Background: an optimization exercise with open tools, aiming at small area and a short achievable clock period. Do not read the settings as production practice.
Where RTL was checked, it was by simulation tests only, not by an equivalence proof against the original.
The clock input has no modelled driver; a real chip could not lean on it and would need a root buffer or a full tree.

Design adc_display, start of the top module:
module adc_display(
    input         clk,
    input         ready,
    input  [15:0] data,
    output [15:0] LED,
    output [3:0]  dig0,
    output [3:0]  dig1,
    output [3:0]  dig2,
    output [3:0]  dig3,
    output [3:0]  dig4,
    output [3:0]  dig5,
    output [3:0]  dig6
);
Settings: LEC_CHECK=0, ABC_AREA=1, CAP_MARGIN=20, CORE_MARGIN=2, CORE_UTILIZATION=40, SLEW_MARGIN=20, SYNTH_HIERARCHICAL=1; clock period 25.0 ns.
standard.sh (not shown) runs the stock make flow with config.mk's settings and CLKGATE_MAP_FILE= SYNTH_SCRIPT=/design/flow/synth_recipe.tcl, a recipe that flattens the netlist after the stock synthesis.
==> flow/flow/run.sh <==
#!/bin/bash
# The standard layout, with two changes to how it is built:
# - the port buffers are the smallest plain buffer (buf_1) instead of the delay
#   buffer that buffer_ports picks on its own;
# - clock tree synthesis inserts no dummy load cells.
set -euo pipefail
export BUFFER_PORTS_ARGS="-buffer_cell sky130_fd_sc_hd__buf_1"
export CTS_ARGS="-sink_clustering_enable -repair_clock_nets -dont_use_dummy_load"
bash standard.sh finish > standard.log 2>&1
Next try:
==> flow/flow/run.sh (replaced) <==
#!/bin/bash
# The standard layout, with the port buffers made of the smallest plain buffer
# (buf_1) instead of the delay buffer that buffer_ports picks on its own.
set -euo pipefail
export BUFFER_PORTS_ARGS="-buffer_cell sky130_fd_sc_hd__buf_1"
bash standard.sh finish > standard.log 2>&1
The new run ran to the end with no violations.
Worst setup slack is worse by 0.012 ns.


exp/cedar:
adc_display, a different RTL version from the one above (not shown whole).
Size in the first run: about 130 cells after synthesis, about 23 flip-flops, ~1800 sq um of cells after synthesis.
export LEC_CHECK = 0
export CAP_MARGIN = 20
export CORE_MARGIN = 2
export CORE_UTILIZATION = 40
export SLEW_MARGIN = 20
export SYNTH_HIERARCHICAL = 1
create_clock -name core_clock -period 25.0 [get_ports {clk}]
==> flow/flow/run.sh <==
#!/bin/bash
# The standard layout, with two changes to how it is built:
# - the port buffers are the smallest plain buffer (buf_1) instead of the delay
#   buffer that buffer_ports picks on its own;
# - clock tree synthesis inserts no dummy load cells and clusters all the
#   flip-flops under one buffer.
set -euo pipefail
export BUFFER_PORTS_ARGS="-buffer_cell sky130_fd_sc_hd__buf_1"
export CTS_ARGS="-sink_clustering_enable -repair_clock_nets -dont_use_dummy_load -sink_clustering_size 30 -sink_clustering_max_diameter 200"
bash standard.sh finish > standard.log 2>&1
Input changes introduced in exp/onyx (baseline for comparison: exp/cedar):
--- a/flow/flow/run.sh
+++ b/flow/flow/run.sh
@@ -9,0 +10 @@
+export SETUP_SLACK_MARGIN=15.6
Findings:
Row post-CTS setup buffer count: exp/onyx higher / exp/cedar lower
When exp/onyx is set beside exp/cedar, its synthesis-to-finish area growth turns out to be 12 points larger.
After synthesis and placement, the instance count of exp/onyx is above that of exp/cedar.
Against exp/cedar, final wirelength in exp/onyx came out worse.
exp/onyx reports a higher average vias per placed instance than exp/cedar does.
Modified inputs, exp/xenon compared to exp/onyx
==> flow/flow/run.sh <==
#!/bin/bash
# The standard layout, with three changes to how it is built:
# - the port buffers are the smallest plain buffer (buf_1) instead of the delay
#   buffer that buffer_ports picks on its own;
# - clock tree synthesis inserts no dummy load cells;
# - after clock tree synthesis, one root buffer drives every flip-flop
#   (flow/cts_hook.tcl), in place of a root and two leaf buffers.
set -euo pipefail
export BUFFER_PORTS_ARGS="-buffer_cell sky130_fd_sc_hd__buf_1"
export CTS_ARGS="-sink_clustering_enable -repair_clock_nets -dont_use_dummy_load"
export POST_CTS_TCL="$(pwd)/flow/cts_hook.tcl"
export CLOCK_ROOT_CELL=sky130_fd_sc_hd__clkbuf_8
bash standard.sh finish > standard.log 2>&1
==> flow/flow/cts_hook.tcl (new file) <==
# After clock tree synthesis: the design has few flip-flops, so drive all of
# them from the root clock buffer (upsized so their clock slew stays low) and
# remove the leaf buffers of the tree.
set block [ord::get_db_block]
set root [$block findInst clkbuf_0_clk]
set rootnet [[$root findITerm X] getNet]
foreach it [$rootnet getITerms] {
  set inst [$it getInst]
  if {$inst eq $root} { continue }
  if {![string match "*clkbuf*" [[$inst getMaster] getName]]} { continue }
  set leafnet [[$inst findITerm X] getNet]
  foreach sink [$leafnet getITerms] {
    if {[$sink getInst] eq $inst} { continue }
    $sink disconnect
    $sink connect $rootnet
  }
  puts "clock hook: removed [$inst getName]"
  odb::dbInst_destroy $inst
  odb::dbNet_destroy $leafnet
}
$root swapMaster [[ord::get_db] findMaster $::env(CLOCK_ROOT_CELL)]
puts "clock hook: root [$root getName] is [[$root getMaster] getName], driving [llength [$rootnet getITerms]] pins"
detailed_placement
estimate_parasitics -placement
report_clock_skew
Results
Going from exp/onyx to exp/xenon, detailed route wirelength on metal3 shrinks by 16 microns.
Between exp/onyx and exp/xenon, the combined global-route utilization of all metal layers does not differ in any meaningful way.
Comparing exp/onyx and exp/xenon, the lower routed wire length is on exp/xenon.
Relative to exp/onyx, the post-route fraction of the period consumed by the critical path of exp/xenon is higher by 1.7 points.
Of exp/onyx and exp/xenon, exp/xenon shows the higher hold slack, with exp/onyx below it.
The inputs of exp/lagoon differ from those of exp/xenon as listed below.
--- a/flow/flow/run.sh
+++ b/flow/flow/run.sh
@@ -12 +12 @@
-export CLOCK_ROOT_CELL=sky130_fd_sc_hd__clkbuf_8
+export CLOCK_ROOT_CELL=sky130_fd_sc_hd__clkbuf_16
Findings:
Per the comparison of exp/lagoon with exp/xenon, detailed-routing wirelength on met1 decreased by about 0.46% relative to the old numbers.
Taking exp/xenon as the reference, in exp/lagoon adder and majority gate portion of the synthesized area was more or less identical, number of top-level design ports was more or less identical, setup slack went up by 36 ps.
When exp/lagoon is measured against exp/xenon, its detailed-route wire length turns out 40 microns higher.
exp/xenon and exp/lagoon ended up with roughly the same area share of buffers outside the clock network.
exp/lagoon vs exp/xenon — number of optimization iterations in the first detailed-route pass rose 1.
The clock period minus final worst setup slack reported for exp/lagoon is smaller than that of exp/xenon by 36 ps.
[inputs] exp/raven vs exp/lagoon
- ABC_AREA: unset -> 1
==> flow/flow/run.sh <==
#!/bin/bash
# The standard layout, with two changes to how it is built:
# - the port buffers are the smallest plain buffer (buf_1) instead of the delay
#   buffer that buffer_ports picks on its own;
# - clock tree synthesis inserts no dummy load cells and clusters all the
#   flip-flops under one buffer.
set -euo pipefail
export BUFFER_PORTS_ARGS="-buffer_cell sky130_fd_sc_hd__buf_1"
export CTS_ARGS="-sink_clustering_enable -repair_clock_nets -dont_use_dummy_load -sink_clustering_size 30 -sink_clustering_max_diameter 200"
bash standard.sh finish > standard.log 2>&1
removed: flow/flow/cts_hook.tcl
[summary]
Looking only at cell area, and setting everything else aside, the lower value of exp/lagoon and exp/raven goes to exp/lagoon. Summary: netlist area before placement, exp/raven worse than exp/lagoon. From exp/lagoon to exp/raven the numbers moved as follows: part of the cycle the worst path needs comparable; die footprint now larger; worst setup margin now smaller; met3 usage now smaller.
Function was not checked in any run of this note: the RTL went through the layout flow alone.

-- what the ideal ports hide --
The results above use ideal ports. As a check the final layouts listed here were re-extracted and re-timed, cells and wires unchanged. Step 1, drivers: a clkbuf_16 drives clk and a buf_2 each remaining input, both assumed. Step 2 also shifts input and output timing later by t, the mid clock arrival at the registers, as if the neighbouring blocks saw the same clock. Slacks: ideal / step 1 / step 2; pairs: ideal / step 1.
run | shift t [ns] | setup slack, ns | clock arrival spread, ns
the first run of note 1 | 0.274 | 15.390 / 15.368 / 15.408 | 0.014 / 0.013
the second run of note 1 | 0.277 | 15.378 / 15.356 / 15.405 | 0.006 / 0.006
exp/cedar | 0.278 | 15.143 / 15.117 / 15.332 | 0.016 / 0.016
exp/onyx | 0.278 | 15.640 / 15.614 / 15.459 | 0.016 / 0.017
exp/xenon | 0.197 | 15.214 / 15.189 / 15.340 | 0.002 / 0.001
exp/lagoon | 0.178 | 15.250 / 15.220 / 15.328 | 0.001 / 0.001
exp/raven | 0.276 | 15.230 / 15.207 / 15.343 | 0.009 / 0.008
After both steps every run listed still meets setup and hold. For exp/onyx, which loses most, drivers alone change the setup slack by -0.026 ns; drivers and shift together by -0.181 ns.
